This is an optimization exercise on Yosys and OpenROAD, whose aim is small area, a short achievable clock period and few clock cycles, not a production implementation.
At most, simulation tests tie the RTL to the original design; equivalence was not proved.
Power and IR drop assume default switching activity.

== main ==
==> flow/design.v <==
module drawing_rectangle( input  wire        clk,
                      input  wire        rst,
                      input  wire        req,
                      output wire        ack,
                      output wire        busy,
                      input  wire [15:0] r0,  
                      input  wire [15:0] r1,  
                      input  wire [15:0] r2,  
                      input  wire [15:0] r3,  
                      input  wire [15:0] r4,  
                      input  wire [15:0] r5,
                      input  wire [15:0] r6,
                      input  wire [15:0] r7,
                      output wire        de_req,
                      input  wire        de_ack,
                      output wire [17:0] de_addr,
                      output wire  [3:0] de_nbyte,
                      output wire        de_rnw,
                      output wire [31:0] de_w_data,
                      input  wire [31:0] de_r_data );
reg        pre;         
reg        run;         
reg        ack_r;       
reg        rnw;         
reg [16:0] addr;        
reg  [7:0] stride;      
reg  [7:0] cnt;         
reg  [8:0] rows;        
reg        lw;          
reg  [3:0] nb;          
wire  [9:0] x = r0[9:0];
wire  [9:0] w = r2[9:0];
wire  [7:0] c_and = r4[15:8];
wire  [7:0] c_xor = r4[7:0];
wire [11:0] ys = {3'b000, rows} + {1'b0, rows, 2'b00} + {9'd0, cnt[2:0]};
wire [16:0] start_addr = {ys, x[6:2]};
wire  [9:0] sw = (10'd644 - {8'd0, x[1:0]}) - w;
wire  [1:0] xs = x[1:0];
wire  [1:0] xe = x[1:0] + w[1:0] - 2'd1;
wire fill = (c_and == 8'd0);
wire single = (stride == 8'd160);           
wire last_word = lw;
wire last_row = (rows == 9'd1);
wire step = run & de_ack;
wire done = step & ~rnw & last_word & last_row;
wire start = req & ~pre & ~run & ~ack_r;
wire  [7:0] inc = last_word ? stride : 8'd1;
wire [16:0] addr_next = addr + {9'd0, inc};
assign ack = ack_r;
assign busy = pre | run;
assign de_req = run;
assign de_rnw = rnw;
assign de_addr = {1'b0, addr};
wire [3:0] ms = 4'b1111 << (3'd4 - {1'b0, xs});    
wire [3:0] me = 4'b1111 >> ({1'b0, xe} + 3'd1);    
assign de_nbyte = nb;
assign de_w_data = (de_r_data & {4{c_and}}) ^ {4{c_xor}};
always @(posedge clk) begin
	if (rst) begin
		pre <= 1'b0;
		run <= 1'b0;
		ack_r <= 1'b0;
	end else begin
		ack_r <= done;
		pre <= start;
		if (pre) run <= 1'b1;
		else if (done) run <= 1'b0;
	end
end
always @(posedge clk) begin
	if (start) begin
		stride <= sw[9:2];
		rows <= r1[8:0];
		cnt <= {5'd0, x[9:7]};
	end else if (pre) begin
		addr <= start_addr;
		cnt <= stride;
		rows <= r3[8:0];
		lw <= single;
		nb <= ms | (single ? me : 4'b0000);
		rnw <= ~fill;
	end else if (step) begin
		if (rnw) rnw <= 1'b0;
		else begin
			rnw <= ~fill;
			addr <= addr_next;
			if (last_word) begin
				cnt <= stride;
				rows <= rows - 9'd1;
				lw <= single;
				nb <= ms | (single ? me : 4'b0000);
			end else begin
				cnt <= cnt + 8'd1;
				lw <= (cnt == 8'd159);
				nb <= (cnt == 8'd159) ? me : 4'b0000;
			end
		end
	end
end
endmodule
==> flow/config.mk <==
export PLATFORM = sky130hd
export DESIGN_NAME = drawing_rectangle
export DESIGN_NICKNAME = drawing_rectangle
export VERILOG_FILES = /design/flow/design.v
export SDC_FILE = /design/flow/constraint.sdc
export NUM_CORES = 4
export LEC_CHECK = 0
export CAP_MARGIN = 20
export CORE_MARGIN = 2
export CORE_UTILIZATION = 40
export SETUP_SLACK_MARGIN = 2.8
export SLEW_MARGIN = 20
==> flow/constraint.sdc <==
create_clock -name core_clock -period 5.5 [get_ports {clk}]
set_input_delay 1.1000 -clock core_clock [delete_from_list [all_inputs] [get_ports {clk}]]
set_output_delay 1.1000 -clock core_clock [all_outputs]
set_load 0.01 [all_outputs]
standard.sh (not shown) runs the stock make flow with config.mk's settings and CLKGATE_MAP_FILE= SYNTH_SCRIPT=/design/flow/synth_recipe.tcl, a recipe that flattens the netlist after the stock synthesis.
==> flow/flow/run.sh <==
#!/bin/bash
set -e
export BUFFER_PORTS_ARGS="-buffer_cell sky130_fd_sc_hd__buf_1"
bash standard.sh finish > standard.log 2>&1
Looking at the reports, main completed the entire flow and the layout it produced met the timing, DRC and antenna checks.
Testbench counts of main, summed over its fixed seeds: cycles 1,857,174.
Setup changes, main to the feature branch
diff --git a/flow/design.v b/flow/design.v
--- a/flow/design.v
+++ b/flow/design.v
@@ -24,5 +24,4 @@
 reg        rnw;         
 reg [16:0] addr;        
-reg  [7:0] stride;      
 reg  [7:0] cnt;         
 reg  [8:0] rows;        
@@ -33,11 +32,12 @@
 wire  [7:0] c_and = r4[15:8];
 wire  [7:0] c_xor = r4[7:0];
-wire [11:0] ys = {3'b000, rows} + {1'b0, rows, 2'b00} + {9'd0, cnt[2:0]};
+wire [11:0] ys = {3'b000, rows} + {1'b0, rows, 2'b00} + {9'd0, nb[2:0]};
 wire [16:0] start_addr = {ys, x[6:2]};
 wire  [9:0] sw = (10'd644 - {8'd0, x[1:0]}) - w;
+wire  [7:0] stride = sw[9:2];
 wire  [1:0] xs = x[1:0];
 wire  [1:0] xe = x[1:0] + w[1:0] - 2'd1;
 wire fill = (c_and == 8'd0);
-wire single = (stride == 8'd160);           
+wire single = (cnt == 8'd160);              
 wire last_word = lw;
 wire last_row = (rows == 9'd1);
@@ -45,5 +45,5 @@
 wire done = step & ~rnw & last_word & last_row;
 wire start = req & ~pre & ~run & ~ack_r;
-wire  [7:0] inc = last_word ? stride : 8'd1;
+wire  [7:0] inc = last_word ? cnt : 8'd1;
 wire [16:0] addr_next = addr + {9'd0, inc};
 assign ack = ack_r;
@@ -70,10 +70,9 @@
 always @(posedge clk) begin
 	if (start) begin
-		stride <= sw[9:2];
 		rows <= r1[8:0];
-		cnt <= {5'd0, x[9:7]};
+		nb <= {1'b0, x[9:7]};
+		cnt <= stride;
 	end else if (pre) begin
 		addr <= start_addr;
-		cnt <= stride;
 		rows <= r3[8:0];
 		lw <= single;
@@ -86,10 +85,9 @@
 			addr <= addr_next;
 			if (last_word) begin
-				cnt <= stride;
 				rows <= rows - 9'd1;
 				lw <= single;
 				nb <= ms | (single ? me : 4'b0000);
 			end else begin
-				cnt <= cnt + 8'd1;
+				cnt <= (cnt == 8'd159) ? stride : cnt + 8'd1;
 				lw <= (cnt == 8'd159);
 				nb <= (cnt == 8'd159) ? me : 4'b0000;
Notes after the runs:
Delta (the feature branch minus main): switching part of the total power higher, wire length higher, wire length the detailed router placed on met1 up about 6%, leakage power summed over all cells up about 2%.
Relative to main, fmax increased by about 0.6% in the feature branch.
Testbench counts of the feature branch, summed over its fixed seeds: cycles 1,857,174.

---

RTL: the design.v shown in full above, as it stands there.
==> flow/config.mk <==
export PLATFORM = sky130hd
export DESIGN_NAME = drawing_rectangle
export DESIGN_NICKNAME = drawing_rectangle
export VERILOG_FILES = /design/flow/design.v
export SDC_FILE = /design/flow/constraint.sdc
export NUM_CORES = 4
export LEC_CHECK = 0
export CAP_MARGIN = 20
export CORE_MARGIN = 2
export CORE_UTILIZATION = 40
export SETUP_SLACK_MARGIN = 2.6
export SLEW_MARGIN = 20
==> flow/constraint.sdc <==
create_clock -name core_clock -period 5.5 [get_ports {clk}]
set_input_delay 1.1000 -clock core_clock [delete_from_list [all_inputs] [get_ports {clk}]]
set_output_delay 1.1000 -clock core_clock [all_outputs]
set_load 0.01 [all_outputs]
Scripts as last shown in full above: flow/flow/run.sh
Testbench counts at the start, summed over its fixed seeds: cycles 1,857,174.
Change:
--- a/flow/design.v
+++ b/flow/design.v
@@ -23,7 +23,6 @@
 reg        ack_r;       
 reg        rnw;         
 reg [16:0] addr;        
-reg  [7:0] stride;      
 reg  [7:0] cnt;         
 reg  [8:0] rows;        
 reg        lw;          
@@ -32,20 +31,21 @@
 wire  [9:0] w = r2[9:0];
 wire  [7:0] c_and = r4[15:8];
 wire  [7:0] c_xor = r4[7:0];
-wire [11:0] ys = {3'b000, rows} + {1'b0, rows, 2'b00} + {9'd0, cnt[2:0]};
-wire [16:0] start_addr = {ys, x[6:2]};
 wire  [9:0] sw = (10'd644 - {8'd0, x[1:0]}) - w;
+wire  [7:0] stride = sw[9:2];
 wire  [1:0] xs = x[1:0];
 wire  [1:0] xe = x[1:0] + w[1:0] - 2'd1;
 wire fill = (c_and == 8'd0);
-wire single = (stride == 8'd160);           
+wire single = (cnt == 8'd160);              
 wire last_word = lw;
 wire last_row = (rows == 9'd1);
 wire step = run & de_ack;
 wire done = step & ~rnw & last_word & last_row;
 wire start = req & ~pre & ~run & ~ack_r;
-wire  [7:0] inc = last_word ? stride : 8'd1;
-wire [16:0] addr_next = addr + {9'd0, inc};
+wire hi = (rows[8:4] != 5'd0);
+wire lo = (rows[3:0] != 4'd0);
+wire  [7:0] inc = pre ? (hi ? 8'd0 : 8'd160) : (last_word ? cnt : 8'd1);
+wire [16:0] addr_next = addr + {5'd0, (pre & hi) ? 4'd10 : 4'd0, inc};
 assign ack = ack_r;
 assign busy = pre | run;
 assign de_req = run;
@@ -62,35 +62,41 @@
 		ack_r <= 1'b0;
 	end else begin
 		ack_r <= done;
-		pre <= start;
-		if (pre) run <= 1'b1;
+		if (start) pre <= 1'b1;
+		else if (~hi & ~lo) pre <= 1'b0;
+		if (pre & ~hi & ~lo) run <= 1'b1;
 		else if (done) run <= 1'b0;
 	end
 end
 always @(posedge clk) begin
 	if (start) begin
-		stride <= sw[9:2];
+		addr <= {9'd0, x[9:2]};
 		rows <= r1[8:0];
-		cnt <= {5'd0, x[9:7]};
+		cnt <= stride;
 	end else if (pre) begin
-		addr <= start_addr;
-		cnt <= stride;
-		rows <= r3[8:0];
-		lw <= single;
-		nb <= ms | (single ? me : 4'b0000);
-		rnw <= ~fill;
+		if (hi) begin
+			addr <= addr_next;
+			rows[8:4] <= rows[8:4] - 5'd1;
+		end else if (lo) begin
+			addr <= addr_next;
+			rows <= rows - 9'd1;
+		end else begin
+			rows <= r3[8:0];
+			lw <= single;
+			nb <= ms | (single ? me : 4'b0000);
+			rnw <= ~fill;
+		end
 	end else if (step) begin
 		if (rnw) rnw <= 1'b0;
 		else begin
 			rnw <= ~fill;
 			addr <= addr_next;
 			if (last_word) begin
-				cnt <= stride;
 				rows <= rows - 9'd1;
 				lw <= single;
 				nb <= ms | (single ? me : 4'b0000);
 			end else begin
-				cnt <= cnt + 8'd1;
+				cnt <= (cnt == 8'd159) ? stride : cnt + 8'd1;
 				lw <= (cnt == 8'd159);
 				nb <= (cnt == 8'd159) ? me : 4'b0000;
 			end
=>
- register-to-register slack loses 0.15 ns
- routed wire length rises slightly
- sequential share of layout area falls by 4.1 points
- clock-buffer cell count does not change
- non-clock buffer count rises by 2
- final area falls by a few percent
- total power falls by roughly a tenth
- die area falls by roughly a tenth
- via count falls by a few percent
- setup slack loses 0.031 ns
- first-iteration DRC count falls by a little under a tenth
- cell count falls by a few percent
- combinational power falls by a few percent
- global-route usage rises by 2.8 points
Function not checked in the second run of this note: the RTL went through the layout flow alone.

---

## rev 12
// drawing_rectangle: RTL as listed in full above, without the edits since
clock: 5.5 ns
lec_check: 0
cap_margin: 20
core_margin: 2
core_utilization: 40
setup_slack_margin: 3.2
slew_margin: 20
Scripts as last shown in full above: flow/flow/run.sh
Testbench counts of rev 12, summed over its fixed seeds: cycles 1,857,174.
What rev 13 does differently from rev 12 at the input level:
--- a/flow/design.v
+++ b/flow/design.v
@@ -54,7 +54,9 @@
 wire [3:0] ms = 4'b1111 << (3'd4 - {1'b0, xs});    
 wire [3:0] me = 4'b1111 >> ({1'b0, xe} + 3'd1);    
 assign de_nbyte = nb;
-assign de_w_data = (de_r_data & {4{c_and}}) ^ {4{c_xor}};
+reg [31:0] wd;
+always @(posedge clk) wd <= (de_r_data & {4{c_and}}) ^ {4{c_xor}};
+assign de_w_data = wd;
 always @(posedge clk) begin
 	if (rst) begin
 		pre <= 1'b0;
==> results.txt <==
Rev 13 did not stop at any stage, and its layout met the timing, DRC and antenna checks. Measured against each other, rev 12 and rev 13 differ in fraction of power consumed by combinational cells, the lower figure coming from rev 13. [compare] base=rev 12 new=rev 13: die area has increased, count of instances resized after the clock tree is built has decreased. The filler cell count of rev 13 is higher than that of rev 12. Total global-route track usage | rev 13 below rev 12. Diff rev 12 -> rev 13 | via-per-instance ratio | down by a few percent. Maximum fanout along the worst path in rev 13 is 3 below rev 12. Estimated wirelength of the detail-placed design for rev 13 is higher than for rev 12. Comparing register share of total power for rev 12 and rev 13, the smaller number came from rev 12.
The RTL of rev 13 was laid out without a check of its function.

---

drawing_rectangle, a different RTL version from the one above (not shown whole).
For scale: ~70 flip-flops, roughly 220 I/O pins, roughly 5100 um^2 of cells after synthesis.
==> module drawing_rectangle, before the edit <==
module drawing_rectangle( input  wire        clk,
                      input  wire        rst,
                      input  wire        req,
                      output wire        ack,
                      output wire        busy,
                      input  wire [15:0] r0,  
                      input  wire [15:0] r1,  
                      input  wire [15:0] r2,  
                      input  wire [15:0] r3,  
                      input  wire [15:0] r4,  
                      input  wire [15:0] r5,
                      input  wire [15:0] r6,
                      input  wire [15:0] r7,
                      output wire        de_req,
                      input  wire        de_ack,
                      output wire [17:0] de_addr,
                      output wire  [3:0] de_nbyte,
                      output wire        de_rnw,
                      output wire [31:0] de_w_data,
                      input  wire [31:0] de_r_data );
reg        pre;         
reg        run;         
reg        rnw;         
reg [16:0] addr;        
reg  [7:0] stride;      
reg  [7:0] cnt;         
reg  [8:0] rows;        
reg        lw;          
reg  [3:0] nb;          
reg  [1:0] xs, xe;      
reg  [7:0] c_and, c_xor;
wire  [9:0] x = r0[9:0];
wire  [9:0] w = r2[9:0];
wire [11:0] ys = {3'b000, rows} + {1'b0, rows, 2'b00} + {9'd0, cnt[2:0]};
wire [16:0] start_addr = {ys, x[6:2]};
wire  [9:0] sw = (10'd644 - {8'd0, x[1:0]}) - w;
wire  [1:0] xs_in = x[1:0];
wire  [1:0] xe_in = x[1:0] + w[1:0] - 2'd1;
wire fill = (c_and == 8'd0);
wire single = (stride == 8'd160);           
wire last_word = lw;
wire last_row = (rows == 9'd1);
wire step = run & de_ack;
wire done = step & ~rnw & last_word & last_row;
wire start = req & ~pre & (~run | done);
wire  [7:0] inc = last_word ? stride : 8'd1;
wire [16:0] addr_next = addr + {9'd0, inc};
assign ack = pre;
assign busy = pre | run;
assign de_req = run;
assign de_rnw = rnw;
assign de_addr = {1'b0, addr};
wire [3:0] ms = 4'b1111 << (3'd4 - {1'b0, xs});    
wire [3:0] me = 4'b1111 >> ({1'b0, xe} + 3'd1);    
wire [3:0] ms_in = 4'b1111 << (3'd4 - {1'b0, xs_in});
wire [3:0] me_in = 4'b1111 >> ({1'b0, xe_in} + 3'd1);
assign de_nbyte = nb;
assign de_w_data = (de_r_data & {4{c_and}}) ^ {4{c_xor}};
always @(posedge clk) begin
	if (rst) begin
		pre <= 1'b0;
		run <= 1'b0;
	end else begin
		pre <= start;
		if (pre) run <= 1'b1;
		else if (done) run <= 1'b0;
	end
end
always @(posedge clk) begin
	if (start) begin
		stride <= sw[9:2];
		rows <= r1[8:0];
		cnt <= {5'd0, x[9:7]};
	end else if (pre) begin
		addr <= start_addr;
		cnt <= stride;
		rows <= r3[8:0];
		lw <= single;
		nb <= ms_in | (single ? me_in : 4'b0000);
		xs <= xs_in;
		xe <= xe_in;
		c_and <= r4[15:8];
		c_xor <= r4[7:0];
		rnw <= (r4[15:8] != 8'd0);
	end else if (step) begin
		if (rnw) rnw <= 1'b0;
		else begin
			rnw <= ~fill;
			addr <= addr_next;
			if (last_word) begin
				cnt <= stride;
				rows <= rows - 9'd1;
				lw <= single;
				nb <= ms | (single ? me : 4'b0000);
			end else begin
				cnt <= cnt + 8'd1;
				lw <= (cnt == 8'd159);
				nb <= (cnt == 8'd159) ? me : 4'b0000;
			end
		end
	end
end
endmodule
clock: 5.5 ns
lec_check: 0
cap_margin: 20
core_margin: 2
core_utilization: 40
setup_slack_margin: 2.8
slew_margin: 20
Scripts as last shown in full above: flow/flow/run.sh
The baseline finished clean.
Testbench counts at the start, summed over its fixed seeds: cycles 1,855,742.
Change:
--- a/flow/design.v
+++ b/flow/design.v
@@ -20,6 +20,7 @@
                       input  wire [31:0] de_r_data );
 reg        pre;         
 reg        run;         
+reg        ack_r;       
 reg        rnw;         
 reg [16:0] addr;        
 reg  [7:0] stride;      
@@ -27,40 +28,40 @@
 reg  [8:0] rows;        
 reg        lw;          
 reg  [3:0] nb;          
-reg  [1:0] xs, xe;      
-reg  [7:0] c_and, c_xor;
 wire  [9:0] x = r0[9:0];
 wire  [9:0] w = r2[9:0];
-wire [11:0] ys = {3'b000, rows} + {1'b0, rows, 2'b00} + {9'd0, cnt[2:0]};
+wire  [7:0] c_and = r4[15:8];
+wire  [7:0] c_xor = r4[7:0];
+wire [11:0] ys = {3'b000, rows} + {1'b0, rows, 2'b00} + {9'd0, x[9:7]};
 wire [16:0] start_addr = {ys, x[6:2]};
 wire  [9:0] sw = (10'd644 - {8'd0, x[1:0]}) - w;
-wire  [1:0] xs_in = x[1:0];
-wire  [1:0] xe_in = x[1:0] + w[1:0] - 2'd1;
+wire  [1:0] xs = x[1:0];
+wire  [1:0] xe = x[1:0] + w[1:0] - 2'd1;
 wire fill = (c_and == 8'd0);
 wire single = (stride == 8'd160);           
 wire last_word = lw;
 wire last_row = (rows == 9'd1);
 wire step = run & de_ack;
 wire done = step & ~rnw & last_word & last_row;
-wire start = req & ~pre & (~run | done);
+wire start = req & ~pre & ~run & ~ack_r;
 wire  [7:0] inc = last_word ? stride : 8'd1;
 wire [16:0] addr_next = addr + {9'd0, inc};
-assign ack = pre;
+assign ack = ack_r;
 assign busy = pre | run;
 assign de_req = run;
 assign de_rnw = rnw;
 assign de_addr = {1'b0, addr};
 wire [3:0] ms = 4'b1111 << (3'd4 - {1'b0, xs});    
 wire [3:0] me = 4'b1111 >> ({1'b0, xe} + 3'd1);    
-wire [3:0] ms_in = 4'b1111 << (3'd4 - {1'b0, xs_in});
-wire [3:0] me_in = 4'b1111 >> ({1'b0, xe_in} + 3'd1);
 assign de_nbyte = nb;
 assign de_w_data = (de_r_data & {4{c_and}}) ^ {4{c_xor}};
 always @(posedge clk) begin
 	if (rst) begin
 		pre <= 1'b0;
 		run <= 1'b0;
+		ack_r <= 1'b0;
 	end else begin
+		ack_r <= done;
 		pre <= start;
 		if (pre) run <= 1'b1;
 		else if (done) run <= 1'b0;
@@ -70,18 +71,13 @@
 	if (start) begin
 		stride <= sw[9:2];
 		rows <= r1[8:0];
-		cnt <= {5'd0, x[9:7]};
 	end else if (pre) begin
 		addr <= start_addr;
 		cnt <= stride;
 		rows <= r3[8:0];
 		lw <= single;
-		nb <= ms_in | (single ? me_in : 4'b0000);
-		xs <= xs_in;
-		xe <= xe_in;
-		c_and <= r4[15:8];
-		c_xor <= r4[7:0];
-		rnw <= (r4[15:8] != 8'd0);
+		nb <= ms | (single ? me : 4'b0000);
+		rnw <= ~fill;
 	end else if (step) begin
 		if (rnw) rnw <= 1'b0;
 		else begin
Outcome:
- The new run went through all stages and came out clean
- core utilization climbs by 2.2 points
- clock-buffer cell count drops by 7
- sequential share of layout area drops by 4.9 points
- wire length drops by 17%
- non-clock buffer count drops by 9
- area after synthesis drops by 15%
- worst setup slack degrades by 260 ps
- final cell count drops by about 13%
- global-route usage climbs by 0.43 points
- critical path depth climbs by 6
- first-iteration DRC count drops by 40%
No functional check of the RTL was part of the second run of this note.

## static timing again, ports no longer ideal
The results above use ideal ports. As a check the final layouts listed here were re-extracted and re-timed, cells and wires unchanged. Step 1, drivers: a clkbuf_16 drives clk and a buf_2 each remaining input, both assumed. Step 2 also shifts input and output timing later by t, the mid clock arrival at the registers, as if the neighbouring blocks saw the same clock. Three values: ideal ports, drivers, drivers and shift; two values: the first two.
| run | t, ns | setup slack, ns | latest minus earliest clock arrival (ns) | worst slew at a driven data input, ns |
|---|---|---|---|---|
| main | 0.339 | 2.791 / 2.750 / 2.561 | 0.010 / 0.010 | 0.06 |
| the feature branch | 0.334 | 2.807 / 2.764 / 2.514 | 0.004 / 0.005 | 0.07 |
| the first run of note 2 | 0.345 | 2.673 / 2.618 / 2.375 | 0.014 / 0.013 | 0.06 |
| the second run of note 2 | 0.336 | 2.642 / 2.599 / 2.382 | 0.008 / 0.008 | 0.07 |
| rev 12 | 0.350 | 2.798 / 2.728 / 2.685 | 0.010 / 0.010 | 0.09 |
| rev 13 | 0.378 | 2.930 / 2.930 / 2.681 | 0.010 / 0.010 | 0.05 |
| the first run of note 4 | 0.368 | 2.818 / 2.794 / 2.489 | 0.007 / 0.007 | 0.05 |
| the second run of note 4 | 0.338 | 2.555 / 2.532 / 2.194 | 0.009 / 0.010 | 0.06 |
After both steps setup and hold are still met in every run listed. For the second run of note 4, which loses most, drivers alone change the setup slack by -0.023 ns; drivers and shift together by -0.361 ns.
